This design comes from an exercise in tuning for small area, a short achievable clock period and few clock cycles on the open sky130 flow, not from production work. Where RTL was checked, it was by simulation tests only, not by an equivalence proof against the original. Function not checked in run 1: the RTL went through the layout flow alone.

**flow/flow/run.sh**
```bash
#!/bin/bash
set -euo pipefail
bash standard.sh "BUFFER_PORTS_ARGS=-buffer_cell sky130_fd_sc_hd__buf_1" "CTS_ARGS=-sink_clustering_enable -repair_clock_nets -dont_use_dummy_load -buf_list sky130_fd_sc_hd__clkbuf_4 -root_buf sky130_fd_sc_hd__clkbuf_16" finish > make_finish.log 2>&1
```
**flow/standard.sh**
```bash
#!/bin/bash
# synth_recipe.tcl (not shown) runs the flow's synth.tcl, then flattens the netlist and writes it again
# the make line also repeats each setting of config.mk as NAME=value (left out here)
make -C /OpenROAD-flow-scripts/flow DESIGN_CONFIG=/design/flow/config.mk WORK_HOME=/design/flow/orfs CLKGATE_MAP_FILE= SYNTH_SCRIPT=/design/flow/synth_recipe.tcl "${@:-finish}"
```
**flow/config.mk**
```make
export PLATFORM = sky130hd
export DESIGN_NAME = SM_2300_Task6_dijkstra
export DESIGN_NICKNAME = SM_2300_Task6_dijkstra
export VERILOG_FILES = /design/flow/design.v
export SDC_FILE = /design/flow/constraint.sdc
export NUM_CORES = 8
export LEC_CHECK = 0
export ABC_AREA = 1
export CAP_MARGIN = 20
export CORE_MARGIN = 2
export CORE_UTILIZATION = 40
export SLEW_MARGIN = 20
export SYNTH_MEMORY_MAX_BITS = 65536
```
**flow/constraint.sdc**
```tcl
create_clock -name core_clock -period 80.0 [get_ports {clk_50M}]
set_input_delay 16.0000 -clock core_clock [delete_from_list [all_inputs] [get_ports {clk_50M}]]
set_output_delay 16.0000 -clock core_clock [all_outputs]
set_load 0.01 [all_outputs]
```
**flow/design.v**
```verilog
module SM_2300_Task6_dijkstra(
  input clk_50M,
  input rst,
  input go,
  input [5:0] src,
  input [5:0] dst,
  input [209:0] weights,
  output ready,
  output reg out_valid,
  output reg [5:0] out_node,
  output reg out_last,
  output reg [10:0] path_cost
);
reg [209:0] wreg;
reg [5:0] srcr, dstr;
reg busy, seed;
reg rdy;            
reg [7:0] dreg [0:9];
reg [1:0] par [0:9];
assign ready = rdy;
function [8:0] relax;
  input [7:0] a;
  input [7:0] d;
  input [6:0] w;
  reg [8:0] s;
  reg c, b, wi;
  integer i;
  begin
    c = 1'b0;
    for (i = 0; i < 8; i = i + 1) begin
      wi = (i < 7) ? w[i] : 1'b0;
      s[i] = a[i] ^ wi ^ c;
      c = (a[i] & wi) | (a[i] & c) | (wi & c);
    end
    s[8] = c;
    b = 1'b0;
    for (i = 0; i < 8; i = i + 1)
      b = (~s[i] & d[i]) | (~s[i] & b) | (d[i] & b);
    b = b & ~s[8];
    relax = {b, b ? s[7:0] : d};
  end
endfunction
function [9:0] relax2;
  input [7:0] a1;
  input [6:0] w1;
  input [7:0] a2;
  input [6:0] w2;
  input [7:0] d;
  reg [8:0] s1, s2;
  reg c, b1, b2, le, wi, sel1, sel2;
  integer i;
  begin
    c = 1'b0;
    for (i = 0; i < 8; i = i + 1) begin
      wi = (i < 7) ? w1[i] : 1'b0;
      s1[i] = a1[i] ^ wi ^ c;
      c = (a1[i] & wi) | (a1[i] & c) | (wi & c);
    end
    s1[8] = c;
    c = 1'b0;
    for (i = 0; i < 8; i = i + 1) begin
      wi = (i < 7) ? w2[i] : 1'b0;
      s2[i] = a2[i] ^ wi ^ c;
      c = (a2[i] & wi) | (a2[i] & c) | (wi & c);
    end
    s2[8] = c;
    b1 = 1'b0;
    b2 = 1'b0;
    le = 1'b1;
    for (i = 0; i < 8; i = i + 1) begin
      b1 = (~s1[i] & d[i]) | (~s1[i] & b1) | (d[i] & b1);
      b2 = (~s2[i] & d[i]) | (~s2[i] & b2) | (d[i] & b2);
      le = (~s1[i] & s2[i]) | (~s1[i] & le) | (s2[i] & le);
    end
    b1 = b1 & ~s1[8];
    b2 = b2 & ~s2[8];
    le = (~s1[8] & s2[8]) | (~s1[8] & le) | (s2[8] & le);
    sel1 = b1 & le;
    sel2 = b2 & ~le;
    relax2 = {sel1, sel2, sel1 ? s1[7:0] : sel2 ? s2[7:0] : d};
  end
endfunction
wire [6:0] sw0 = wreg[4:0] + wreg[19:15];
wire [6:0] pre1 = {2'b00, wreg[4:0]};
wire [6:0] suf1 = {2'b00, wreg[19:15]};
wire [6:0] sw1 = {2'b00, wreg[99:95]};
wire [6:0] sw2 = {2'b00, wreg[184:180]};
wire [6:0] pre11 = {2'b00, wreg[54:50]};
wire [6:0] pre7 = wreg[54:50] + wreg[49:45];
wire [6:0] suf11 = wreg[49:45] + wreg[34:30];
wire [6:0] suf7 = {2'b00, wreg[34:30]};
wire [6:0] sw3 = pre7 + {2'b00, wreg[34:30]};
wire [6:0] sw4 = {2'b00, wreg[64:60]};
wire [6:0] sw5 = wreg[194:190] + wreg[189:185];
wire [6:0] pre35 = {2'b00, wreg[194:190]};
wire [6:0] suf35 = {2'b00, wreg[189:185]};
wire [6:0] sw6 = wreg[204:200] + wreg[164:160];
wire [6:0] pre30 = {2'b00, wreg[204:200]};
wire [6:0] suf30 = {2'b00, wreg[164:160]};
wire [6:0] sw7 = {2'b00, wreg[69:65]};
wire [6:0] sw8 = wreg[79:75] + wreg[89:85];
wire [6:0] pre26 = {2'b00, wreg[79:75]};
wire [6:0] suf26 = {2'b00, wreg[89:85]};
wire [6:0] sw9 = wreg[124:120] + wreg[154:150];
wire [6:0] pre18 = {2'b00, wreg[124:120]};
wire [6:0] suf18 = {2'b00, wreg[154:150]};
wire [6:0] sw10 = wreg[129:125] + wreg[139:135];
wire [6:0] pre15 = {2'b00, wreg[129:125]};
wire [6:0] suf15 = {2'b00, wreg[139:135]};
wire [6:0] pre21 = {2'b00, wreg[119:115]};
wire [6:0] pre23 = wreg[119:115] + wreg[109:105];
wire [6:0] suf21 = wreg[109:105] + wreg[94:90];
wire [6:0] suf23 = {2'b00, wreg[94:90]};
wire [6:0] sw11 = pre23 + {2'b00, wreg[94:90]};
wire [6:0] sw12 = {2'b00, wreg[144:140]};
wire [6:0] sw13 = {2'b00, wreg[159:155]};
wire [6:0] sw14 = wreg[169:165] + wreg[179:175];
wire [6:0] pre32 = {2'b00, wreg[169:165]};
wire [6:0] suf32 = {2'b00, wreg[179:175]};
wire xd0 = (dstr == 6'd0);
wire ys0 = (srcr == 6'd0);
wire xd1 = (dstr == 6'd1) | (dstr == 6'd2) | (dstr == 6'd3);
wire ys1 = (srcr == 6'd1) | (srcr == 6'd2) | (srcr == 6'd3);
wire xd4 = (dstr == 6'd4) | (dstr == 6'd5) | (dstr == 6'd6);
wire ys4 = (srcr == 6'd4) | (srcr == 6'd5) | (srcr == 6'd6);
wire xd7 = (dstr == 6'd7) | (dstr == 6'd8) | (dstr == 6'd9);
wire ys7 = (srcr == 6'd7) | (srcr == 6'd8) | (srcr == 6'd9);
wire xd11 = (dstr == 6'd11) | (dstr == 6'd10);
wire ys11 = (srcr == 6'd11) | (srcr == 6'd10);
wire xd12 = (dstr == 6'd12);
wire ys12 = (srcr == 6'd12);
wire xd13 = (dstr == 6'd13) | (dstr == 6'd28);
wire ys13 = (srcr == 6'd13) | (srcr == 6'd28);
wire xd14 = (dstr == 6'd14);
wire ys14 = (srcr == 6'd14);
wire xd15 = (dstr == 6'd15) | (dstr == 6'd20);
wire ys15 = (srcr == 6'd15) | (srcr == 6'd20);
wire xd16 = (dstr == 6'd16);
wire ys16 = (srcr == 6'd16);
wire xd17 = (dstr == 6'd17);
wire ys17 = (srcr == 6'd17);
wire xd18 = (dstr == 6'd18) | (dstr == 6'd19);
wire ys18 = (srcr == 6'd18) | (srcr == 6'd19);
wire xd21 = (dstr == 6'd21) | (dstr == 6'd22);
wire ys21 = (srcr == 6'd21) | (srcr == 6'd22);
wire xd23 = (dstr == 6'd23) | (dstr == 6'd24);
wire ys23 = (srcr == 6'd23) | (srcr == 6'd24);
wire xd25 = (dstr == 6'd25);
wire ys25 = (srcr == 6'd25);
wire xd26 = (dstr == 6'd26) | (dstr == 6'd27);
wire ys26 = (srcr == 6'd26) | (srcr == 6'd27);
wire xd29 = (dstr == 6'd29);
wire ys29 = (srcr == 6'd29);
wire xd30 = (dstr == 6'd30) | (dstr == 6'd31);
wire ys30 = (srcr == 6'd30) | (srcr == 6'd31);
wire xd32 = (dstr == 6'd32) | (dstr == 6'd33);
wire ys32 = (srcr == 6'd32) | (srcr == 6'd33);
wire xd35 = (dstr == 6'd35) | (dstr == 6'd34);
wire ys35 = (srcr == 6'd35) | (srcr == 6'd34);
wire xd36 = (dstr == 6'd36);
wire ys36 = (srcr == 6'd36);
wire same_core = (xd0 & ys0) | (xd1 & ys1) | (xd4 & ys4) | (xd7 & ys7) | (xd11 & ys11) | (xd12 & ys12) | (xd13 & ys13) | (xd14 & ys14) | (xd15 & ys15) | (xd16 & ys16) | (xd17 & ys17) | (xd18 & ys18) | (xd21 & ys21) | (xd23 & ys23) | (xd25 & ys25) | (xd26 & ys26) | (xd29 & ys29) | (xd30 & ys30) | (xd32 & ys32) | (xd35 & ys35) | (xd36 & ys36);
function [4:0] leafw;
  input [5:0] n;
  input [209:0] w;
  begin
    leafw = 5'd0;
    case (n)
      6'd2: leafw = w[9:5];
      6'd3: leafw = w[14:10];
      6'd5: leafw = w[24:20];
      6'd6: leafw = w[29:25];
      6'd8: leafw = w[39:35];
      6'd9: leafw = w[44:40];
      6'd10: leafw = w[59:55];
      6'd19: leafw = w[149:145];
      6'd20: leafw = w[134:130];
      6'd22: leafw = w[114:110];
      6'd24: leafw = w[104:100];
      6'd27: leafw = w[84:80];
      6'd28: leafw = w[74:70];
      6'd31: leafw = w[209:205];
      6'd33: leafw = w[174:170];
      6'd34: leafw = w[199:195];
      default: ;
    endcase
  end
endfunction
reg [4:0] offd, offs;
wire [7:0] init0 = xd0 ? 8'd0 : xd1 ? {1'b0, pre1} : 8'hff;
wire [1:0] ipar0 = xd1 ? 2'd0 : 2'd0;
wire [7:0] init1 = xd12 ? 8'd0 : xd30 ? {1'b0, pre30} : xd35 ? {1'b0, pre35} : xd7 ? {1'b0, pre7} : xd11 ? {1'b0, pre11} : 8'hff;
wire [1:0] ipar1 = xd30 ? 2'd3 : xd35 ? 2'd2 : xd7 ? 2'd0 : xd11 ? 2'd0 : 2'd0;
wire [7:0] init2 = xd13 ? 8'd0 : xd26 ? {1'b0, pre26} : 8'hff;
wire [1:0] ipar2 = xd26 ? 2'd2 : 2'd0;
wire [7:0] init3 = xd14 ? 8'd0 : xd15 ? {1'b0, pre15} : xd18 ? {1'b0, pre18} : 8'hff;
wire [1:0] ipar3 = xd15 ? 2'd2 : xd18 ? 2'd1 : 2'd0;
wire [7:0] init4 = xd16 ? 8'd0 : xd23 ? {1'b0, pre23} : xd21 ? {1'b0, pre21} : xd15 ? {1'b0, suf15} : 8'hff;
wire [1:0] ipar4 = xd23 ? 2'd1 : xd21 ? 2'd1 : xd15 ? 2'd0 : 2'd0;
wire [7:0] init5 = xd17 ? 8'd0 : xd18 ? {1'b0, suf18} : 8'hff;
wire [1:0] ipar5 = xd18 ? 2'd0 : 2'd0;
wire [7:0] init6 = xd25 ? 8'd0 : xd23 ? {1'b0, suf23} : xd21 ? {1'b0, suf21} : xd26 ? {1'b0, suf26} : 8'hff;
wire [1:0] ipar6 = xd23 ? 2'd2 : xd21 ? 2'd2 : xd26 ? 2'd1 : 2'd0;
wire [7:0] init7 = xd29 ? 8'd0 : xd32 ? {1'b0, pre32} : xd30 ? {1'b0, suf30} : 8'hff;
wire [1:0] ipar7 = xd32 ? 2'd2 : xd30 ? 2'd0 : 2'd0;
wire [7:0] init8 = xd36 ? 8'd0 : xd32 ? {1'b0, suf32} : xd35 ? {1'b0, suf35} : 8'hff;
wire [1:0] ipar8 = xd32 ? 2'd2 : xd35 ? 2'd1 : 2'd0;
wire [7:0] init9 = xd4 ? 8'd0 : xd7 ? {1'b0, suf7} : xd11 ? {1'b0, suf11} : xd1 ? {1'b0, suf1} : 8'hff;
wire [1:0] ipar9 = xd7 ? 2'd1 : xd11 ? 2'd1 : xd1 ? 2'd0 : 2'd0;
wire [7:0] d0_0 = seed ? init0 : dreg[0];
wire [1:0] p0_0 = seed ? ipar0 : par[0];
wire [7:0] d1_0 = seed ? init1 : dreg[1];
wire [1:0] p1_0 = seed ? ipar1 : par[1];
wire [7:0] d2_0 = seed ? init2 : dreg[2];
wire [1:0] p2_0 = seed ? ipar2 : par[2];
wire [7:0] d3_0 = seed ? init3 : dreg[3];
wire [1:0] p3_0 = seed ? ipar3 : par[3];
wire [7:0] d4_0 = seed ? init4 : dreg[4];
wire [1:0] p4_0 = seed ? ipar4 : par[4];
wire [7:0] d5_0 = seed ? init5 : dreg[5];
wire [1:0] p5_0 = seed ? ipar5 : par[5];
wire [7:0] d6_0 = seed ? init6 : dreg[6];
wire [1:0] p6_0 = seed ? ipar6 : par[6];
wire [7:0] d7_0 = seed ? init7 : dreg[7];
wire [1:0] p7_0 = seed ? ipar7 : par[7];
wire [7:0] d8_0 = seed ? init8 : dreg[8];
wire [1:0] p8_0 = seed ? ipar8 : par[8];
wire [7:0] d9_0 = seed ? init9 : dreg[9];
wire [1:0] p9_0 = seed ? ipar9 : par[9];
wire [8:0] r0_0 = relax(d9_0, d0_0, sw0);
wire u0_0 = r0_0[8];
wire [7:0] d0_1 = r0_0[7:0];
wire [1:0] p0_1 = u0_0 ? 2'd0 : p0_0;
wire [8:0] r0_4 = relax(d0_0, d9_0, sw0);
wire u0_4 = r0_4[8];
wire [7:0] d9_1 = r0_4[7:0];
wire [1:0] p9_1 = u0_4 ? 2'd0 : p9_0;
wire [8:0] r5_12 = relax(d8_0, d1_0, sw5);
wire u5_12 = r5_12[8];
wire [7:0] d1_1 = r5_12[7:0];
wire [1:0] p1_1 = u5_12 ? 2'd2 : p1_0;
wire [8:0] r5_36 = relax(d1_0, d8_0, sw5);
wire u5_36 = r5_36[8];
wire [7:0] d8_1 = r5_36[7:0];
wire [1:0] p8_1 = u5_36 ? 2'd1 : p8_0;
wire [8:0] r8_13 = relax(d6_0, d2_0, sw8);
wire u8_13 = r8_13[8];
wire [7:0] d2_1 = r8_13[7:0];
wire [1:0] p2_1 = u8_13 ? 2'd2 : p2_0;
wire [8:0] r8_25 = relax(d2_0, d6_0, sw8);
wire u8_25 = r8_25[8];
wire [7:0] d6_1 = r8_25[7:0];
wire [1:0] p6_1 = u8_25 ? 2'd1 : p6_0;
wire [8:0] r10_14 = relax(d4_0, d3_0, sw10);
wire u10_14 = r10_14[8];
wire [7:0] d3_1 = r10_14[7:0];
wire [1:0] p3_1 = u10_14 ? 2'd2 : p3_0;
wire [8:0] r10_16 = relax(d3_0, d4_0, sw10);
wire u10_16 = r10_16[8];
wire [7:0] d4_1 = r10_16[7:0];
wire [1:0] p4_1 = u10_16 ? 2'd0 : p4_0;
wire [8:0] r13_17 = relax(d7_0, d5_0, sw13);
wire u13_17 = r13_17[8];
wire [7:0] d5_1 = r13_17[7:0];
wire [1:0] p5_1 = u13_17 ? 2'd2 : p5_0;
wire [8:0] r13_29 = relax(d5_0, d7_0, sw13);
wire u13_29 = r13_29[8];
wire [7:0] d7_1 = r13_29[7:0];
wire [1:0] p7_1 = u13_29 ? 2'd1 : p7_0;
wire [8:0] r2_0 = relax(d8_1, d0_1, sw2);
wire u2_0 = r2_0[8];
wire [7:0] d0_2 = r2_0[7:0];
wire [1:0] p0_2 = u2_0 ? 2'd2 : p0_1;
wire [8:0] r2_36 = relax(d0_1, d8_1, sw2);
wire u2_36 = r2_36[8];
wire [7:0] d8_2 = r2_36[7:0];
wire [1:0] p8_2 = u2_36 ? 2'd0 : p8_1;
wire [9:0] q12 = relax2(d2_1, sw4, d7_1, sw6, d1_1);
wire [7:0] d1_2 = q12[7:0];
wire [1:0] p1_2 = q12[9] ? 2'd1 : q12[8] ? 2'd3 : p1_1;
wire [8:0] r4_13 = relax(d1_1, d2_1, sw4);
wire u4_13 = r4_13[8];
wire [7:0] d2_2 = r4_13[7:0];
wire [1:0] p2_2 = u4_13 ? 2'd0 : p2_1;
wire [8:0] r6_29 = relax(d1_1, d7_1, sw6);
wire u6_29 = r6_29[8];
wire [7:0] d7_2 = r6_29[7:0];
wire [1:0] p7_2 = u6_29 ? 2'd0 : p7_1;
wire [8:0] r9_14 = relax(d5_1, d3_1, sw9);
wire u9_14 = r9_14[8];
wire [7:0] d3_2 = r9_14[7:0];
wire [1:0] p3_2 = u9_14 ? 2'd1 : p3_1;
wire [8:0] r9_17 = relax(d3_1, d5_1, sw9);
wire u9_17 = r9_17[8];
wire [7:0] d5_2 = r9_17[7:0];
wire [1:0] p5_2 = u9_17 ? 2'd0 : p5_1;
wire [8:0] r11_16 = relax(d6_1, d4_1, sw11);
wire u11_16 = r11_16[8];
wire [7:0] d4_2 = r11_16[7:0];
wire [1:0] p4_2 = u11_16 ? 2'd1 : p4_1;
wire [8:0] r11_25 = relax(d4_1, d6_1, sw11);
wire u11_25 = r11_25[8];
wire [7:0] d6_2 = r11_25[7:0];
wire [1:0] p6_2 = u11_25 ? 2'd2 : p6_1;
wire [8:0] r1_0 = relax(d6_2, d0_2, sw1);
wire u1_0 = r1_0[8];
wire [7:0] d0_3 = r1_0[7:0];
wire [1:0] p0_3 = u1_0 ? 2'd1 : p0_2;
wire [8:0] r1_25 = relax(d0_2, d6_2, sw1);
wire u1_25 = r1_25[8];
wire [7:0] d6_3 = r1_25[7:0];
wire [1:0] p6_3 = u1_25 ? 2'd0 : p6_2;
wire [8:0] r3_12 = relax(d9_1, d1_2, sw3);
wire u3_12 = r3_12[8];
wire [7:0] d1_3 = r3_12[7:0];
wire [1:0] p1_3 = u3_12 ? 2'd0 : p1_2;
wire [8:0] r3_4 = relax(d1_2, d9_1, sw3);
wire u3_4 = r3_4[8];
wire [7:0] d9_2 = r3_4[7:0];
wire [1:0] p9_2 = u3_4 ? 2'd1 : p9_1;
wire [8:0] r7_13 = relax(d3_2, d2_2, sw7);
wire u7_13 = r7_13[8];
wire [7:0] d2_3 = r7_13[7:0];
wire [1:0] p2_3 = u7_13 ? 2'd1 : p2_2;
wire [8:0] r7_14 = relax(d2_2, d3_2, sw7);
wire u7_14 = r7_14[8];
wire [7:0] d3_3 = r7_14[7:0];
wire [1:0] p3_3 = u7_14 ? 2'd0 : p3_2;
wire [8:0] r12_16 = relax(d5_2, d4_2, sw12);
wire u12_16 = r12_16[8];
wire [7:0] d4_3 = r12_16[7:0];
wire [1:0] p4_3 = u12_16 ? 2'd2 : p4_2;
wire [8:0] r12_17 = relax(d4_2, d5_2, sw12);
wire u12_17 = r12_17[8];
wire [7:0] d5_3 = r12_17[7:0];
wire [1:0] p5_3 = u12_17 ? 2'd1 : p5_2;
wire [8:0] r14_29 = relax(d8_2, d7_2, sw14);
wire u14_29 = r14_29[8];
wire [7:0] d7_3 = r14_29[7:0];
wire [1:0] p7_3 = u14_29 ? 2'd2 : p7_2;
wire [8:0] r14_36 = relax(d7_2, d8_2, sw14);
wire u14_36 = r14_36[8];
wire [7:0] d8_3 = r14_36[7:0];
wire [1:0] p8_3 = u14_36 ? 2'd2 : p8_2;
wire [7:0] dn0 = d0_3;
wire [1:0] pn0 = p0_3;
wire ch0 = u0_0 | u2_0 | u1_0;
wire [7:0] dn1 = d1_3;
wire [1:0] pn1 = p1_3;
wire ch1 = u5_12 | q12[9] | q12[8] | u3_12;
wire [7:0] dn2 = d2_3;
wire [1:0] pn2 = p2_3;
wire ch2 = u8_13 | u4_13 | u7_13;
wire [7:0] dn3 = d3_3;
wire [1:0] pn3 = p3_3;
wire ch3 = u10_14 | u9_14 | u7_14;
wire [7:0] dn4 = d4_3;
wire [1:0] pn4 = p4_3;
wire ch4 = u10_16 | u11_16 | u12_16;
wire [7:0] dn5 = d5_3;
wire [1:0] pn5 = p5_3;
wire ch5 = u13_17 | u9_17 | u12_17;
wire [7:0] dn6 = d6_3;
wire [1:0] pn6 = p6_3;
wire ch6 = u8_25 | u11_25 | u1_25;
wire [7:0] dn7 = d7_3;
wire [1:0] pn7 = p7_3;
wire ch7 = u13_29 | u6_29 | u14_29;
wire [7:0] dn8 = d8_3;
wire [1:0] pn8 = p8_3;
wire ch8 = u5_36 | u2_36 | u14_36;
wire [7:0] dn9 = d9_2;
wire [1:0] pn9 = p9_2;
wire ch9 = u0_4 | u3_4;
reg [7:0] dl, dr;      
reg [6:0] wl, wr;      
reg [4:0] wm;          
reg yreal;
always @(*) begin
  dl = 8'hff; dr = 8'hff; wl = 7'd0; wr = 7'd0; wm = 5'd0; yreal = 1'b0;
  if (ys0) begin dl = d0_0; yreal = 1'b1; end
  if (ys12) begin dl = d1_0; yreal = 1'b1; end
  if (ys13) begin dl = d2_0; yreal = 1'b1; end
  if (ys14) begin dl = d3_0; yreal = 1'b1; end
  if (ys16) begin dl = d4_0; yreal = 1'b1; end
  if (ys17) begin dl = d5_0; yreal = 1'b1; end
  if (ys25) begin dl = d6_0; yreal = 1'b1; end
  if (ys29) begin dl = d7_0; yreal = 1'b1; end
  if (ys36) begin dl = d8_0; yreal = 1'b1; end
  if (ys4) begin dl = d9_0; yreal = 1'b1; end
  if (ys1) begin dl = d0_0; dr = d9_0; wl = pre1; wr = suf1; end
  if (ys11) begin dl = d1_0; dr = d9_0; wl = pre11; wr = suf11; wm = wreg[49:45]; end
  if (ys7) begin dl = d1_0; dr = d9_0; wl = pre7; wr = suf7; wm = wreg[49:45]; end
  if (ys35) begin dl = d1_0; dr = d8_0; wl = pre35; wr = suf35; end
  if (ys30) begin dl = d1_0; dr = d7_0; wl = pre30; wr = suf30; end
  if (ys26) begin dl = d2_0; dr = d6_0; wl = pre26; wr = suf26; end
  if (ys18) begin dl = d3_0; dr = d5_0; wl = pre18; wr = suf18; end
  if (ys15) begin dl = d3_0; dr = d4_0; wl = pre15; wr = suf15; end
  if (ys21) begin dl = d4_0; dr = d6_0; wl = pre21; wr = suf21; wm = wreg[109:105]; end
  if (ys23) begin dl = d4_0; dr = d6_0; wl = pre23; wr = suf23; wm = wreg[109:105]; end
  if (ys32) begin dl = d7_0; dr = d8_0; wl = pre32; wr = suf32; end
end
wire mate_a = (ys7 & xd11) | (ys23 & xd21);    
wire mate_b = (ys11 & xd7) | (ys21 & xd23);    
wire [8:0] cl = mate_a ? {4'd0, wm} : {1'b0, dl} + {2'd0, wl};
wire [8:0] cr = mate_b ? {4'd0, wm} : {1'b0, dr} + {2'd0, wr};
wire ydir = ~yreal & (cr < cl);           
wire [8:0] cy = same_core ? 9'd0 : ydir ? cr : cl;
wire blocked = (ch0 & (dn0[7:2] <= cy[8:2])) | (ch1 & (dn1[7:2] <= cy[8:2])) | (ch2 & (dn2[7:2] <= cy[8:2])) | (ch3 & (dn3[7:2] <= cy[8:2])) | (ch4 & (dn4[7:2] <= cy[8:2])) | (ch5 & (dn5[7:2] <= cy[8:2])) | (ch6 & (dn6[7:2] <= cy[8:2])) | (ch7 & (dn7[7:2] <= cy[8:2])) | (ch8 & (dn8[7:2] <= cy[8:2])) | (ch9 & (dn9[7:2] <= cy[8:2]));
wire found = busy & ~blocked;
wire [7:0] cost_now = (srcr == dstr) ? 8'd0 : cy[7:0] + {3'b000, offs} + {3'b000, offd};
function [5:0] coreof;    
  input [5:0] n;
  begin
    coreof = n;
    case (n)
      6'd2: coreof = 6'd1;
      6'd3: coreof = 6'd1;
      6'd5: coreof = 6'd4;
      6'd6: coreof = 6'd4;
      6'd8: coreof = 6'd7;
      6'd9: coreof = 6'd7;
      6'd10: coreof = 6'd11;
      6'd19: coreof = 6'd18;
      6'd20: coreof = 6'd15;
      6'd22: coreof = 6'd21;
      6'd24: coreof = 6'd23;
      6'd27: coreof = 6'd26;
      6'd28: coreof = 6'd13;
      6'd31: coreof = 6'd30;
      6'd33: coreof = 6'd32;
      6'd34: coreof = 6'd35;
      default: ;
    endcase
  end
endfunction
reg wact, wself, wdir, wpend;
reg [5:0] wcur, wdst;
reg [7:0] wcost;
reg [1:0] opar [0:9];
reg sact, sself, sdir, spend;
reg [5:0] scur, sdst;
reg [7:0] scost;
reg [1:0] spar [0:9];
wire dir_w = wpend ? ydir : wdir;
wire [7:0] cost_w = wpend ? cost_now : wcost;
reg [5:0] nxt;
reg ndir;
always @(*) begin
  nxt = wcur;
  ndir = dir_w;
  if (!wself) begin
    if (wcur == coreof(wdst)) nxt = wdst;    
    else case (wcur)
      6'd0: case (opar[0]) 2'd0: begin nxt = 6'd1; ndir = 1'b1; end 2'd1: nxt = 6'd25; 2'd2: nxt = 6'd36; default: ; endcase
      6'd12: case (opar[1]) 2'd0: begin nxt = 6'd11; ndir = 1'b1; end 2'd1: nxt = 6'd13; 2'd2: begin nxt = 6'd35; ndir = 1'b1; end 2'd3: begin nxt = 6'd30; ndir = 1'b1; end endcase
      6'd13: case (opar[2]) 2'd0: nxt = 6'd12; 2'd1: nxt = 6'd14; 2'd2: begin nxt = 6'd26; ndir = 1'b1; end default: ; endcase
      6'd14: case (opar[3]) 2'd0: nxt = 6'd13; 2'd1: begin nxt = 6'd18; ndir = 1'b1; end 2'd2: begin nxt = 6'd15; ndir = 1'b1; end default: ; endcase
      6'd16: case (opar[4]) 2'd0: begin nxt = 6'd15; ndir = 1'b0; end 2'd1: begin nxt = 6'd21; ndir = 1'b1; end 2'd2: nxt = 6'd17; default: ; endcase
      6'd17: case (opar[5]) 2'd0: begin nxt = 6'd18; ndir = 1'b0; end 2'd1: nxt = 6'd16; 2'd2: nxt = 6'd29; default: ; endcase
      6'd25: case (opar[6]) 2'd0: nxt = 6'd0; 2'd1: begin nxt = 6'd26; ndir = 1'b0; end 2'd2: begin nxt = 6'd23; ndir = 1'b0; end default: ; endcase
      6'd29: case (opar[7]) 2'd0: begin nxt = 6'd30; ndir = 1'b0; end 2'd1: nxt = 6'd17; 2'd2: begin nxt = 6'd32; ndir = 1'b1; end default: ; endcase
      6'd36: case (opar[8]) 2'd0: nxt = 6'd0; 2'd1: begin nxt = 6'd35; ndir = 1'b0; end 2'd2: begin nxt = 6'd32; ndir = 1'b0; end default: ; endcase
      6'd4: case (opar[9]) 2'd0: begin nxt = 6'd1; ndir = 1'b0; end 2'd1: begin nxt = 6'd7; ndir = 1'b0; end default: ; endcase
      6'd1: nxt = dir_w ? 6'd4 : 6'd0;
      6'd11: nxt = dir_w ? 6'd7 : 6'd12;
      6'd7: nxt = dir_w ? 6'd4 : 6'd11;
      6'd35: nxt = dir_w ? 6'd36 : 6'd12;
      6'd30: nxt = dir_w ? 6'd29 : 6'd12;
      6'd26: nxt = dir_w ? 6'd25 : 6'd13;
      6'd18: nxt = dir_w ? 6'd17 : 6'd14;
      6'd15: nxt = dir_w ? 6'd16 : 6'd14;
      6'd21: nxt = dir_w ? 6'd23 : 6'd16;
      6'd23: nxt = dir_w ? 6'd25 : 6'd21;
      6'd32: nxt = dir_w ? 6'd36 : 6'd29;
      default: ;
    endcase
  end
end
wire nlast = (nxt == wdst);
wire wfree = ~wact | nlast;             
wire handover = found & (~sact | wfree);
wire direct = handover & wfree & ~sact;   
wire to_slot = handover & ~direct;
wire move = wfree & sact;                
reg [5:0] ysn;
always @(*) begin
  ysn = 6'd0;
  if (ys0) ysn = 6'd0;
  if (ys1) ysn = 6'd1;
  if (ys4) ysn = 6'd4;
  if (ys7) ysn = 6'd7;
  if (ys11) ysn = 6'd11;
  if (ys12) ysn = 6'd12;
  if (ys13) ysn = 6'd13;
  if (ys14) ysn = 6'd14;
  if (ys15) ysn = 6'd15;
  if (ys16) ysn = 6'd16;
  if (ys17) ysn = 6'd17;
  if (ys18) ysn = 6'd18;
  if (ys21) ysn = 6'd21;
  if (ys23) ysn = 6'd23;
  if (ys25) ysn = 6'd25;
  if (ys26) ysn = 6'd26;
  if (ys29) ysn = 6'd29;
  if (ys30) ysn = 6'd30;
  if (ys32) ysn = 6'd32;
  if (ys35) ysn = 6'd35;
  if (ys36) ysn = 6'd36;
end
wire hself = (srcr == dstr) | (ysn != srcr);
wire [5:0] hcur = (srcr == dstr) ? dstr : ysn;
always @(posedge clk_50M) begin
  if (~busy) begin
    wreg <= weights;
    srcr <= src;
    dstr <= dst;
    offs <= leafw(src, weights);
    offd <= leafw(dst, weights);
  end
  seed <= 1'b0;
  dreg[0] <= dn0; par[0] <= pn0;
  dreg[1] <= dn1; par[1] <= pn1;
  dreg[2] <= dn2; par[2] <= pn2;
  dreg[3] <= dn3; par[3] <= pn3;
  dreg[4] <= dn4; par[4] <= pn4;
  dreg[5] <= dn5; par[5] <= pn5;
  dreg[6] <= dn6; par[6] <= pn6;
  dreg[7] <= dn7; par[7] <= pn7;
  dreg[8] <= dn8; par[8] <= pn8;
  dreg[9] <= dn9; par[9] <= pn9;
  out_valid <= wact;
  out_node <= nxt;
  out_last <= wact & nlast;
  path_cost <= {3'b000, cost_w};
  wcur <= nxt;
  wdir <= ndir;
  wcost <= cost_w;
  wself <= 1'b0;
  if (wact) begin
    wpend <= 1'b0;
    wact <= ~nlast;
  end
  if (spend) begin
    scost <= cost_now;
    sdir <= ydir;
    spend <= 1'b0;
  end
  if (move) begin
    opar[0] <= spar[0];
    opar[1] <= spar[1];
    opar[2] <= spar[2];
    opar[3] <= spar[3];
    opar[4] <= spar[4];
    opar[5] <= spar[5];
    opar[6] <= spar[6];
    opar[7] <= spar[7];
    opar[8] <= spar[8];
    opar[9] <= spar[9];
    wcur <= scur;
    wself <= sself;
    wdst <= sdst;
    wdir <= spend ? ydir : sdir;
    wcost <= spend ? cost_now : scost;
    wpend <= 1'b0;
    wact <= 1'b1;
    sact <= 1'b0;
  end
  if (direct) begin
    opar[0] <= pn0;
    opar[1] <= pn1;
    opar[2] <= pn2;
    opar[3] <= pn3;
    opar[4] <= pn4;
    opar[5] <= pn5;
    opar[6] <= pn6;
    opar[7] <= pn7;
    opar[8] <= pn8;
    opar[9] <= pn9;
    wcur <= hcur;
    wself <= hself;
    wdst <= dstr;
    wpend <= 1'b1;
    wact <= 1'b1;
  end
  if (to_slot) begin
    spar[0] <= pn0;
    spar[1] <= pn1;
    spar[2] <= pn2;
    spar[3] <= pn3;
    spar[4] <= pn4;
    spar[5] <= pn5;
    spar[6] <= pn6;
    spar[7] <= pn7;
    spar[8] <= pn8;
    spar[9] <= pn9;
    scur <= hcur;
    sself <= hself;
    sdst <= dstr;
    spend <= 1'b1;
    sact <= 1'b1;
  end
  if (handover) begin
    busy <= 1'b0;
    rdy <= 1'b1;
  end
  if (~busy & go) begin
    busy <= 1'b1;
    rdy <= 1'b0;
    seed <= 1'b1;
  end
  if (rst) begin
    busy <= 1'b0;
    rdy <= 1'b1;
    seed <= 1'b0;
    wact <= 1'b0;
    sact <= 1'b0;
    wpend <= 1'b0;
    spend <= 1'b0;
    out_valid <= 1'b0;
    out_last <= 1'b0;
  end
end
endmodule
```
==> results of run 1 <==
cells in the mapped netlist (all sizes together) (21+ instances only):
library cell,number,area share (%)
a211oi,23,0.48
a21oi,205,3.0
a221oi,44,1.1
buf,48,1.1
clkbuf,44,0.46
dfxtp,148,8.3
edfxtp,211,18
fa,163,9.1
ha,264,9.2
inv,972,10
nand2,1311,14
nand3,304,4.4
nand4,35,0.61
nor2,307,3.4
nor3,33,0.49
nor4,21,0.39
o211ai,31,0.65
o21ai,400,6.2
o221ai,36,0.92
o22ai,132,2.3
or2,27,0.47
xor2,34,0.83
cells by family after synthesis:
logic type	Yosys count	synth area share, %
simple gates	2077	25.1
buf+inv	1072	11.9
compound gates	992	17.4
fa+ha+maj	427	18.4
flops	359	26.0
xor+xnor	51	1.25
other cells	1	0.0105
mux	1	0.0280
worst max-delay path, delay by kind of cell (launching register included):
family / cells / cell delay (ns)
compound gates: 8 / 1.63
fa+ha+maj: 25 / 8.54
buf+inv: 9 / 1.67
flops: 1 / 0.64
simple gates: 22 / 4.56
area by class of cell:
class / count / area share, %
Antenna cell: 6 / 0.0387
Timing Repair Buffer: 283 / 3.16
Multi-Input combinational cell: 3551 / 57.2
Sequential cell: 359 / 24.0
Inverter: 980 / 9.51
Tap cell: 1165 / 3.76
Clock buffer: 99 / 2.32
layer usage:
layer | global-route usage, % | vias to the layer above | part of all wire [%]
li1 | - | 17000 | -
met1 | 43.7 | 16900 | 42
met2 | 50.8 | 1879 | 44
met3 | 6.09 | 390 | 9.1
met4 | 16.8 | 4 | 5.6
met5 | 0 | - | 0.018
worst max path at each step:
stage | startpoint | end | slack, ns | cells after the start
3_3_place_gp | dst[3] | offd[4] | 62.00 | 9
6_report | dstr[1] | spar[4][1] | 62.51 | 64
3_5_place_dp | dst[3] | offd[4] | 62.01 | 9
2_1_floorplan | src[3] | offs[3] | 62.68 | 7
5_1_grt | seed | spar[9][1] | 61.60 | 77
4_1_cts | dst[3] | offd[4] | 62.66 | 9
stage by stage:
stage | area, µm² | setup WS (ns)
finish | 38800 | 62.51
global route | 38800 | 61.60
CTS | 38800 | 62.66
detailed placement | 37900 | 62.01
global placement | 37900 | 62.00
floorplan | 35700 | 62.68
flip-flops by register name, summed over array words and instances, names as in the netlist, 8 cells and up:
name,count
wreg,130
dreg,80
opar,20
par,20
spar,20
path_cost,8
scost,8
wcost,8
==> flow_metrics.env, run 1 <==
export IMPL_status="finished clean"
export IMPL_worst_clock_skew_ns=0.0956
export IMPL_dp_cells=6338
export IMPL_period_share_pct=21.9
export IMPL_maxSlewViolCount=0
export IMPL_setup_viol=0
export IMPL_first_global_vias=33500
export IMPL_core_area_mm2=0.0885
export IMPL_fin_hold_ws_ns=0.467
export IMPL_arrival_ns=17.70
export IMPL_drive_gt1_share_pct=7.66
export IMPL_critPathKind="reg -> reg"
export IMPL_cts_tree="yes"
export IMPL_hold_class="reg -> reg"
export IMPL_finalHoldViolations=0
export IMPL_routed_wl_um=153000
export IMPL_cts_resized=0
export IMPL_antenna_found_initial=10
export IMPL_seqCellArea_mm2=0.00930
export IMPL_synthesis_instances=4980
export IMPL_max_stage_delay_ns=0.93
export IMPL_hold_depth=2
export IMPL_fin_cells=6443
export IMPL_place_hpwl_um=127000
export IMPL_die_w_um=303
export IMPL_max_freq_mhz=57.2
export IMPL_synth_edff_count=211
export IMPL_synth_seq_cells=359
export IMPL_final_cell_mix="1234 x nand2_1, 909 x inv_1, 294 x nand3_1, 292 x nor2_1, 265 x o21ai_0"
export IMPL_nets=5926
export IMPL_rr_worst_depth=64
export IMPL_numCtsBuffers=99
export IMPL_drtIter0Drc=3890
export IMPL_cts_setup_buffers=0
export IMPL_ys_seq_area_share_pct=26.0
export IMPL_yosys_cell_types_count=77
export IMPL_cpMostUsedCell="fa_1"
export IMPL_grt_pass1_wl_um=219000
export IMPL_synth_flop_cell="edfxtp_1"
export IMPL_maxSlewHeadroom_pct=18.4
export IMPL_rsz0062_at_grt="false"
export IMPL_cts_root_buf="clkbuf_16"
export IMPL_die_area_mm2=0.0918
export IMPL_clk_pin_slew_ns=0.06
export IMPL_min_delay_start="scost[6]"
export IMPL_grt_max_degree=66
export IMPL_area_delta_synth_final_pct=8.58
export IMPL_finalSetupTns_ns=0
export IMPL_layout_min_cycle_time_ns=17.49
export IMPL_cts_sinks=359
export IMPL_cap_viol_max_count=0
export IMPL_initial_utilization_pct=40.4
export IMPL_cp_slowest_cell="nor2_1"
export IMPL_syn_area_mm2=0.0357
export IMPL_port_buffers=241
export IMPL_end_kind="register"
export IMPL_drcViolationCount=0
export IMPL_clock_latency_ns=0.63
export IMPL_wl_per_cell_um=23.8
export IMPL_required_ns=80.21
export IMPL_fillers=9197
export IMPL_async_flop_share_pct=0
export IMPL_vias=36200
export IMPL_viasPerCell=5.61
export IMPL_htree_levels=3
export IMPL_num_rows=109
export IMPL_postSynthAreaPerCell_um2=7.18
export IMPL_clock_tree_buffer_depth=3
export IMPL_cp_max_fo=33
export IMPL_grtUsageTotal_pct=32.8
export IMPL_ctsHoldBuffers=0
export IMPL_dr_pass1_iters=25
export IMPL_die_h_um=303
export IMPL_rrSetupSlack_ns=62.51
export IMPL_yosysWarnings=5
export IMPL_start_kind="register"
export IMPL_holdPathEnd="scost[6]"
export IMPL_tightest_slew_ns=1.21
export IMPL_drtAntennaViolNets=0
export IMPL_utilization_pct=43.8
export IMPL_r2r_start="dstr[1]"
export IMPL_r2r_end="spar[4][1]"
export IMPL_multi_input_area_mm2=0.0222
export IMPL_ios=245
export IMPL_place_congestion=1.09
export IMPL_grt_remaining_overflow=0
export IMPL_final_common_cell="nand2_1"
==> inputs of run 2 (changes only) <==
--- a/flow/design.v
+++ b/flow/design.v
@@ -537,53 +537,33 @@
   wdir <= ndir;
   wcost <= cost_w;
   wself <= 1'b0;
-  if (wact) begin
-    wpend <= 1'b0;
-    wact <= ~nlast;
-  end
   if (spend) begin
     scost <= cost_now;
     sdir <= ydir;
-    spend <= 1'b0;
+  end
+  spend <= to_slot;
+  if (wfree) begin
+    opar[0] <= sact ? spar[0] : pn0;
+    opar[1] <= sact ? spar[1] : pn1;
+    opar[2] <= sact ? spar[2] : pn2;
+    opar[3] <= sact ? spar[3] : pn3;
+    opar[4] <= sact ? spar[4] : pn4;
+    opar[5] <= sact ? spar[5] : pn5;
+    opar[6] <= sact ? spar[6] : pn6;
+    opar[7] <= sact ? spar[7] : pn7;
+    opar[8] <= sact ? spar[8] : pn8;
+    opar[9] <= sact ? spar[9] : pn9;
+    wcur <= sact ? scur : hcur;
+    wself <= sact ? sself : hself;
+    wdst <= sact ? sdst : dstr;
   end
   if (move) begin
-    opar[0] <= spar[0];
-    opar[1] <= spar[1];
-    opar[2] <= spar[2];
-    opar[3] <= spar[3];
-    opar[4] <= spar[4];
-    opar[5] <= spar[5];
-    opar[6] <= spar[6];
-    opar[7] <= spar[7];
-    opar[8] <= spar[8];
-    opar[9] <= spar[9];
-    wcur <= scur;
-    wself <= sself;
-    wdst <= sdst;
     wdir <= spend ? ydir : sdir;
     wcost <= spend ? cost_now : scost;
-    wpend <= 1'b0;
-    wact <= 1'b1;
-    sact <= 1'b0;
-  end
-  if (direct) begin
-    opar[0] <= pn0;
-    opar[1] <= pn1;
-    opar[2] <= pn2;
-    opar[3] <= pn3;
-    opar[4] <= pn4;
-    opar[5] <= pn5;
-    opar[6] <= pn6;
-    opar[7] <= pn7;
-    opar[8] <= pn8;
-    opar[9] <= pn9;
-    wcur <= hcur;
-    wself <= hself;
-    wdst <= dstr;
-    wpend <= 1'b1;
-    wact <= 1'b1;
   end
-  if (to_slot) begin
+  wpend <= direct;
+  wact <= (wact & ~nlast) | move | direct;
+  if (~sact | move) begin
     spar[0] <= pn0;
     spar[1] <= pn1;
     spar[2] <= pn2;
@@ -597,9 +577,8 @@
     scur <= hcur;
     sself <= hself;
     sdst <= dstr;
-    spend <= 1'b1;
-    sact <= 1'b1;
   end
+  sact <= to_slot | (sact & ~move);
   if (handover) begin
     busy <= 1'b0;
     rdy <= 1'b1;
==> run 2 against run 1 <==
  * Global-route usage fell by 0.59 points
  * Setup slack got worse by 0.18 ns
  * Maximum frequency fell by 1.0%
  * Critical endpoint is now offs[0]
  * Largest cell class unchanged
  * Highest routed layer is now met4
==> flow_metrics.env, run 2 <==
export IMPL_status="finished clean"
export IMPL_synth_top_area_share_pct=18.0
export IMPL_worst_clock_skew_ns=0.0736
export IMPL_yosysWarnings=5
export IMPL_drive_gt1_share_pct=6.16
export IMPL_grtUsageTotal_pct=32.2
export IMPL_ys_seq_area_share_pct=26.3
export IMPL_synth_flop_cell="edfxtp_1"
export IMPL_place_area_mm2=0.0375
export IMPL_finalHoldViolations=0
export IMPL_rr_worst_depth=75
export IMPL_start_kind="input pin"
export IMPL_grt_max_degree=65
export IMPL_holdPathEnd="wcur[1]"
export IMPL_viasPerCell=5.59
export IMPL_final_common_cell="nand2_1"
export IMPL_critPathKind="in -> reg"
export IMPL_top_register="wreg"
export IMPL_hold_class="reg -> reg"
export IMPL_rsz0062_at_grt="false"
export IMPL_synth_edff_count=211
export IMPL_tightest_slew_ns=1.35
export IMPL_drcViolationCount=0
export IMPL_largest_reg_flops=130
export IMPL_clk_pin_slew_ns=0.06
export IMPL_fillers=9185
export IMPL_wl_met3_um=14200
export IMPL_r2r_start="dstr[0]"
export IMPL_cap_viol_max_count=0
export IMPL_clock_latency_ns=0.63
export IMPL_die_area_mm2=0.0906
export IMPL_wl_met2_um=63700
export IMPL_cts_setup_buffers=0
export IMPL_routed_wl_um=148000
export IMPL_die_h_um=301
export IMPL_min_delay_start="scur[1]"
export IMPL_grt_pass1_wl_um=214000
export IMPL_numCtsBuffers=101
export IMPL_antenna_found_initial=10
export IMPL_layout_min_cycle_time_ns=17.67
export IMPL_cp_num_buf_inv=2
export IMPL_cts_root_buf="clkbuf_16"
export IMPL_setup_viol=0
export IMPL_port_buffers=241
export IMPL_ios=245
export IMPL_dp_cells=6297
export IMPL_place_hpwl_um=122000
export IMPL_end_kind="register"
export IMPL_cp_cell_sequence="buf_1, inv_1, nor2_1, nand3_1, o22ai_1, a21oi_1, nand4_1, a311oi_1, nand3_1"
export IMPL_htree_levels=3
export IMPL_cp_slowest_cell="nor2_1"
export IMPL_synth_most_common_cell="nand2_1"
export IMPL_final_cell_mix="1259 x nand2_1, 930 x inv_1, 305 x o21ai_0, 291 x nand3_1, 265 x nor2_1"
export IMPL_num_rows=108
export IMPL_max_stage_delay_ns=0.69
export IMPL_area_delta_synth_final_pct=8.74
export IMPL_cts_tree="yes"
export IMPL_period_share_pct=22.1
export IMPL_max_freq_mhz=56.6
export IMPL_synth_top_area_cell="edfxtp_1"
export IMPL_grt_remaining_overflow=0
export IMPL_yosys_cell_types_count=72
export IMPL_initial_utilization_pct=40.5
export IMPL_required_ns=80.44
export IMPL_postSynthAreaPerCell_um2=7.12
export IMPL_die_w_um=301
export IMPL_clock_tree_buffer_depth=3
export IMPL_final_cell_area_mm2=0.0384
export IMPL_hold_depth=2
export IMPL_vias=35800
export IMPL_wl_per_cell_um=23.1
export IMPL_r2r_end="busy"
export IMPL_cts_sinks=359
export IMPL_utilization_pct=44.0
export IMPL_fin_hold_ws_ns=0.444
export IMPL_cpMostUsedCell="nand3_1"
export IMPL_drtAntennaViolNets=0
export IMPL_first_global_vias=33600
export IMPL_cp_top_family="simple AND/OR/NAND/NOR gates"
export IMPL_maxSlewViolCount=0
export IMPL_rrSetupSlack_ns=63.88
export IMPL_synthesis_instances=4955
export IMPL_nets=5897
export IMPL_top_regs="wreg: 130 flops, dreg: 80 flops"
export IMPL_wl_met1_um=61000
export IMPL_cp_max_fo=12
export IMPL_syn_area_mm2=0.0353
export IMPL_fin_cells=6403
export IMPL_synth_seq_cells=359
export IMPL_drtIter0Drc=3743
export IMPL_async_flop_share_pct=0
export IMPL_finalSetupTns_ns=0
export IMPL_arrival_ns=18.11
export IMPL_dr_pass1_iters=8
export IMPL_place_congestion=1.07
export IMPL_yosys_top_cells_count="1259 x nand2_1, 931 x inv_1, 305 x o21ai_0, 291 x nand3_1, 265 x nor2_1"
export IMPL_cts_resized=0
export IMPL_highest_layer="met4"
export IMPL_maxSlewHeadroom_pct=9.85
export IMPL_core_area_mm2=0.0872
export IMPL_ys_top_cells_by_area="edfxtp_1 18%, nand2_1 13%, inv_1 9.9%, ha_1 9.4%, fa_1 9.2%"
export IMPL_ctsHoldBuffers=0
## run 2: per-stage QoR
stage | setup slack (ns)
finish | 62.33
global route | 62.15
CTS | 62.42
detailed placement | 61.81
global placement | 61.77
floorplan | 62.57
## run 2: how the worst max path moves through the flow
| stage | slack, ns | end | from | cells after the start |
|---|---|---|---|---|
| after CTS | 62.42 | offs[0] | src[2] | 9 |
| after global routing | 62.15 | offs[0] | src[2] | 9 |
| final | 62.33 | offs[0] | src[2] | 9 |
| after floorplan | 62.57 | offs[4] | src[4] | 7 |
| after detailed placement | 61.81 | offs[0] | src[2] | 9 |
| after global placement | 61.77 | offs[0] | src[2] | 9 |
## run 2: kinds of logic after synthesis
logic type,synth area share (%)
compound gates,17.3
flops,26.3
other cells,0.0106
mux,0.0284
xor+xnor,1.29
simple gates,24.5
buf+inv,11.9
fa+ha+maj,18.6
## run 2: layer usage
layer,GRT usage (%),up-vias
met5,0,-
met4,17.6,0
met3,7.02,396
met2,49.3,1786
met1,42.3,16700
li1,-,16900
## run 2: area by class of cell
| cell class | instances | area, µm² | share of cell area, % |
|---|---|---|---|
| antenna | 5 | 12.5 | 0.0326 |
| inverter | 977 | 3670 | 9.57 |
| sequential | 359 | 9300 | 24.2 |
| timing repair buffer | 285 | 1230 | 3.22 |
| clock buffer | 101 | 916 | 2.39 |
| multi-input combinational | 3521 | 21800 | 56.8 |
| tap | 1155 | 1450 | 3.77 |
## run 2: worst register-to-register path, delay by kind of cell (launching register included)
kind	cells	cell delay [ns]
flip-flops	1	0.57
AND/OR/NAND/NOR	26	3.53
AO/OA/AOI/OAI	12	2.67
adder cells (fa/ha/maj)	25	8.25
buffers and inverters	12	1.04
Testbench counts of run 2, summed over its fixed seeds: cycles 867.
==> inputs of run 3 (changes only) <==
==> flow/flow/run.sh (replaced) <==
#!/bin/bash
set -euo pipefail
bash standard.sh "BUFFER_PORTS_ARGS=-buffer_cell sky130_fd_sc_hd__buf_1" "CTS_ARGS=-sink_clustering_enable -repair_clock_nets -dont_use_dummy_load -buf_list sky130_fd_sc_hd__clkbuf_4 -root_buf sky130_fd_sc_hd__clkbuf_16" "SETUP_SLACK_MARGIN=62.9" finish > make_finish.log 2>&1
==> run 3 against run 2 <==
  * Still clean on timing, DRC and antenna
  * Register-to-register slack better by 0.17 ns
  * Area after synthesis is the same
  * Worst hold slack better by 0.013 ns
  * Global-route usage grew 0.31 points
  * Setup slack better by 0.57 ns
  * Clock skew rose by 0.0070 ns
  * First-iteration DRC count up 1.7%
==> flow_metrics.env, run 3 <==
export IMPL_start_kind="input pin"
export IMPL_async_flop_share_pct=0
export IMPL_clock_latency_ns=0.63
export IMPL_initial_utilization_pct=40.5
export IMPL_dr_pass1_iters=6
export IMPL_fin_cells=6417
export IMPL_place_congestion=1.06
export IMPL_required_ns=80.30
export IMPL_fin_hold_ws_ns=0.457
export IMPL_cts_root_buf="clkbuf_16"
export IMPL_synthesis_instances=4955
export IMPL_grt_max_degree=66
export IMPL_finalSetupTns_ns=0
export IMPL_cap_viol_max_count=0
export IMPL_core_area_mm2=0.0872
export IMPL_hold_class="reg -> reg"
export IMPL_nets=5910
export IMPL_htree_levels=3
export IMPL_drtAntennaViolNets=0
export IMPL_synth_top_area_cell="edfxtp_1"
export IMPL_syn_area_mm2=0.0353
export IMPL_period_share_pct=21.4
export IMPL_cp_max_fo=7
export IMPL_area_delta_synth_final_pct=10.0
export IMPL_die_w_um=301
export IMPL_status="finished clean"
export IMPL_arrival_ns=17.40
export IMPL_place_hpwl_um=124000
export IMPL_die_area_mm2=0.0906
export IMPL_grt_pass1_wl_um=216000
export IMPL_synth_edff_count=211
export IMPL_grt_remaining_overflow=0
export IMPL_maxSlewViolCount=0
export IMPL_finalHoldViolations=0
export IMPL_yosysWarnings=5
export IMPL_top_register="wreg"
export IMPL_cts_tree="yes"
export IMPL_cts_sinks=359
export IMPL_die_h_um=301
export IMPL_ctsHoldBuffers=0
export IMPL_synth_seq_cells=359
export IMPL_drcViolationCount=0
export IMPL_end_kind="register"
export IMPL_ys_top_cells_by_area="edfxtp_1 18%, nand2_1 13%, inv_1 9.9%, ha_1 9.4%, fa_1 9.2%"
export IMPL_setup_viol=0
export IMPL_ys_seq_area_share_pct=26.3
export IMPL_synth_top_area_share_pct=18.0
export IMPL_postSynthAreaPerCell_um2=7.12
export IMPL_drtIter0Drc=3806
export IMPL_synth_most_common_cell="nand2_1"
export IMPL_routed_wl_um=150000
export IMPL_clk_pin_slew_ns=0.06
export IMPL_drive_gt1_share_pct=7.86
export IMPL_max_freq_mhz=58.5
export IMPL_final_common_cell="nand2_1"
export IMPL_wl_per_cell_um=23.4
export IMPL_critPathKind="in -> reg"
export IMPL_yosys_cell_types_count=72
export IMPL_viasPerCell=5.57
export IMPL_worst_clock_skew_ns=0.0806
export IMPL_numCtsBuffers=102
export IMPL_tightest_slew_ns=1.28
export IMPL_num_rows=108
export IMPL_grtUsageTotal_pct=32.5
export IMPL_antenna_found_initial=9
export IMPL_layout_min_cycle_time_ns=17.10
export IMPL_vias=35700
export IMPL_yosys_top_cells_count="1259 x nand2_1, 931 x inv_1, 305 x o21ai_0, 291 x nand3_1, 265 x nor2_1"
export IMPL_clock_tree_buffer_depth=3
export IMPL_final_cell_mix="1248 x nand2_1, 921 x inv_1, 304 x o21ai_0, 285 x nand3_1, 264 x ha_1"
export IMPL_maxSlewHeadroom_pct=13.8
export IMPL_synth_flop_cell="edfxtp_1"
export IMPL_port_buffers=241
export IMPL_first_global_vias=33500
export IMPL_rsz0062_at_grt="true"
export IMPL_top_regs="wreg: 130 flops, dreg: 80 flops"
export IMPL_largest_reg_flops=130
export IMPL_ios=245
export IMPL_dp_cells=6293
## run 3: cell counts after synthesis
No cell type changed its count.
## run 3: critical path: stages
cell and delay, ns:
buf_4 0.15, nand2_1 0.07, inv_1 0.06, nand2_2 0.11, nor2_2 0.08, a221oi_2 0.32
nand2_1 0.17, or4_4 0.43
## run 3: layout make-up
| class | instances | area [µm²] |
|---|---|---|
| inverters | 977 | 3700 |
| fillers | 9205 | 48300 |
| diodes | 6 | 15.0 |
| repair buffers | 297 | 1430 |
| clock buffers | 102 | 923 |
| multi-input cells | 3521 | 22000 |
| well taps | 1155 | 1450 |
| flip-flops and latches | 359 | 9310 |
## run 3: path summary, 6_finish.rpt
check            start         to  slack, ns  depth (start not counted)
min          par[9][1]  par[9][1]       0.46                          2
min reg2reg  par[9][1]  par[9][1]       0.46                          2
max reg2reg    dstr[4]       busy      64.05                         65
max             dst[0]    offd[3]      62.90                          8
## run 3: routing by layer
layer	track usage (%)	up-vias	wire length, µm
met5	0	-	54
met1	43.3	16700	62500
met2	49.6	1696	64900
li1	-	16900	-
met4	18.6	8	9280
met3	5.92	370	13000
## run 3: metrics by stage
step,cell area [µm²],util (%),setup WS [ns]
after floorplan,35400,-,62.74
after global placement,37500,43.0,61.73
after detailed placement,37500,43.0,61.79
after CTS,38500,44.2,62.90
after global routing,38800,44.6,62.84
final,38800,44.6,62.90
## run 3: repair_timing
| action | CTS | global route |
|---|---|---|
| pin swaps | 1 | 10 |
| resized for setup | 32 | 67 |
| setup endpoints to repair | 21 | 20 |
| setup buffers | 2 | 14 |
## run 3: logic make-up (layout without fill, tap and decap cells)
kind of cell	after synthesis	after routing	share of synthesized area [%]
buffers and inverters	1077	1376	11.9
muxes	1	1	0.0284
and+or+nand+nor	2041	2041	24.5
xor gates and xnor gates	52	52	1.29
other	1	9	0.0106
AOI/OAI and AO/OA	997	997	17.3
adders and majority gates	427	427	18.6
DFF	359	359	26.3
==> inputs of run 4 (changes only) <==
--- a/flow/config.mk
+++ b/flow/config.mk
@@ -8,6 +8,6 @@
 export ABC_AREA = 1
 export CAP_MARGIN = 20
 export CORE_MARGIN = 2
-export CORE_UTILIZATION = 40
+export CORE_UTILIZATION = 50
 export SLEW_MARGIN = 20
 export SYNTH_MEMORY_MAX_BITS = 65536
==> run 4 against run 3 <==
  * Global-route usage is 6.5 points higher
  * First-iteration DRC count is 19% higher
  * Final cell count is 3.5% lower
  * Die area is 20% lower
  * Clock-buffer cell count is 1 lower
  * Area after synthesis stayed put
  * Synthesized cell count stayed put
  * Maximum frequency is 0.24% lower
  * Critical endpoint is now offs[3]
  * Routed wire length is 3.2% lower
==> flow_metrics.env, run 4 <==
export IMPL_maxSlewHeadroom_pct=15.6
export IMPL_ctsHoldBuffers=0
export IMPL_max_stage_delay_ns=0.56
export IMPL_tightest_slew_ns=1.27
export IMPL_place_area_mm2=0.0372
export IMPL_layout_min_cycle_time_ns=17.14
export IMPL_final_cell_mix="1249 x nand2_1, 921 x inv_1, 304 x o21ai_0, 284 x nand3_1, 264 x ha_1"
export IMPL_top_regs="wreg: 130 flops, dreg: 80 flops"
export IMPL_wl_per_cell_um=23.4
export IMPL_max_freq_mhz=58.3
export IMPL_setup_slack_ns=62.86
export IMPL_final_cell_area_mm2=0.0385
export IMPL_ios=245
export IMPL_antenna_found_initial=5
export IMPL_required_ns=80.28
export IMPL_core_area_mm2=0.0699
export IMPL_grtUsageTotal_pct=39.0
export IMPL_drtIter0Drc=4523
export IMPL_arrival_ns=17.41
export IMPL_clock_tree_buffer_depth=3
export IMPL_routed_wl_um=145000
export IMPL_synth_seq_cells=359
export IMPL_end_kind="register"
export IMPL_status="finished clean"
export IMPL_final_common_cell="nand2_1"
export IMPL_vias=36200
export IMPL_num_rows=97
export IMPL_start_kind="input pin"
export IMPL_synth_most_common_cell="nand2_1"
export IMPL_dr_pass1_iters=8
export IMPL_first_global_vias=33800
export IMPL_setup_viol=0
export IMPL_syn_area_mm2=0.0353
export IMPL_cts_sinks=359
export IMPL_yosys_cell_types_count=72
export IMPL_largest_reg_flops=130
export IMPL_cap_viol_max_count=0
export IMPL_synth_top_area_share_pct=18.0
export IMPL_drive_gt1_share_pct=7.60
export IMPL_cts_root_buf="clkbuf_16"
export IMPL_cts_tree="yes"
export IMPL_die_w_um=270
export IMPL_dpl_worst_slack_ns=61.84
export IMPL_grt_remaining_overflow=0
export IMPL_ys_seq_area_share_pct=26.3
export IMPL_viasPerCell=5.84
export IMPL_finalHoldViolations=0
export IMPL_cp_cell_sequence="buf_4, inv_4, nor2_2, nand2_2, o22ai_2, a31oi_1, nand4_1, or4_4"
export IMPL_cp_num_buf_inv=2
export IMPL_postSynthAreaPerCell_um2=7.12
export IMPL_async_flop_share_pct=0
export IMPL_cp_max_fo=5
export IMPL_grt_pass1_wl_um=211000
export IMPL_synth_top_area_cell="edfxtp_1"
export IMPL_synth_edff_count=211
export IMPL_ys_top_cells_by_area="edfxtp_1 18%, nand2_1 13%, inv_1 9.9%, ha_1 9.4%, fa_1 9.2%"
export IMPL_utilization_pct=55.0
export IMPL_rsz0062_at_grt="true"
export IMPL_synthesis_instances=4955
export IMPL_maxSlewViolCount=0
export IMPL_place_hpwl_um=118000
export IMPL_place_congestion=1.13
export IMPL_critPathKind="in -> reg"
export IMPL_top_register="wreg"
export IMPL_nets=5901
export IMPL_port_buffers=241
export IMPL_grt_max_degree=88
export IMPL_yosys_top_cells_count="1259 x nand2_1, 931 x inv_1, 305 x o21ai_0, 291 x nand3_1, 265 x nor2_1"
export IMPL_drtAntennaViolNets=0
export IMPL_cp_top_family="simple AND/OR/NAND/NOR gates"
export IMPL_die_h_um=270
export IMPL_numCtsBuffers=101
export IMPL_clk_pin_slew_ns=0.05
export IMPL_htree_levels=3
export IMPL_hold_class="reg -> reg"
export IMPL_drcViolationCount=0
export IMPL_clock_latency_ns=0.63
export IMPL_fillers=7061
export IMPL_area_delta_synth_final_pct=8.99
export IMPL_initial_utilization_pct=50.5
export IMPL_worst_clock_skew_ns=0.0899
export IMPL_finalSetupTns_ns=0
export IMPL_period_share_pct=21.4
export IMPL_cp_slowest_cell="or4_4"
export IMPL_synth_flop_cell="edfxtp_1"
export IMPL_yosysWarnings=5
export IMPL_die_area_mm2=0.0727
-- run 4: cell counts after synthesis --
No cell type changed its count.
-- run 4: through the flow --
stage                     instances  hold slack, ns
after floorplan                4957           0.421
after global routing           6187           0.480
final                          6193           0.454
after CTS                      6178           0.457
after global placement         6076           0.437
after detailed placement       6076           0.443
-- run 4: timing repair --
action                                  CTS  global route
pin swaps                                 2            12
gates resized for setup                  29            55
endpoints found under the setup margin   10            17
buffers inserted                          1             9
-- run 4: area by class of cell --
class                      count  area (µm²)  share of cell area (%)
antenna                        6        15.0                  0.0390
clock buffer                 101         916                    2.38
inverter                     977        3700                    9.62
multi-input combinational   3521       22000                    57.2
sequential                   359        9310                    24.2
tap                          940        1180                    3.06
timing repair buffer         289        1350                    3.51
-- run 4: worst paths after layout --
| check | start | endpoint | slack, ns | cells past startpoint |
|---|---|---|---|---|
| max | src[1] | offs[3] | 62.86 | 8 |
| min | par[9][1] | par[9][1] | 0.45 | 2 |
| max reg2reg | dstr[1] | busy | 63.83 | 74 |
| min reg2reg | par[9][1] | par[9][1] | 0.45 | 2 |
-- run 4: layer usage --
layer	vias up	share of wire [%]	GRT usage, %
met5	-	0.048	0
met4	4	7.1	23.5
met3	506	10	10.0
met2	2082	42	58.3
met1	16600	40	50.7
li1	16900	-	-
-- run 4: logic make-up (layout without fill, tap and decap cells) --
kind of cell,after synthesis,in the layout,share of synthesized area [%]
compound gates,997,997,17.3
xor+xnor,52,52,1.29
fa+ha+maj,427,427,18.6
buf+inv,1077,1367,11.9
flops,359,359,26.3
mux,1,1,0.0284
other cells,1,9,0.0106
simple gates,2041,2041,24.5
-- run 4: worst reg2reg max path: cells and delay by family (launching register included) --
kind | cells | cell delay (ns)
compound gates | 15 | 3.04
fa+ha+maj | 23 | 7.55
buf+inv | 11 | 0.76
flops | 1 | 0.86
simple gates | 25 | 3.87

## static timing again, ports no longer ideal
The flow's constraints put no driver on any port. The routed layouts listed below were extracted and timed again, unchanged, in two steps.
Step 1 sets driving cells, clkbuf_16 on the clock port and buf_2 on the other inputs (assumed; they add their load-dependent delay and slew).
Step 2 also shifts input and output timing later by t, the mid clock arrival at the registers, as if the neighbouring blocks saw the same clock.
a / b / c = ideal ports / drivers / drivers and shift; a / b = the first two.
run | t, ns | setup WS [ns] | latest minus earliest clock arrival (ns) | worst slew at a driven data input, ns
run 1 | 0.658 | 62.512 / 62.512 / 61.983 | 0.097 / 0.098 | 0.11
run 2 | 0.668 | 62.328 / 62.352 / 61.684 | 0.073 / 0.074 | 0.10
run 3 | 0.664 | 62.903 / 62.865 / 62.271 | 0.081 / 0.081 | 0.11
run 4 | 0.657 | 62.861 / 62.854 / 62.226 | 0.090 / 0.090 | 0.07
After both steps every run listed still meets setup and hold. The setup slack of run 2, which loses most, moves by +0.024 ns with the drivers and by -0.644 ns with both steps.
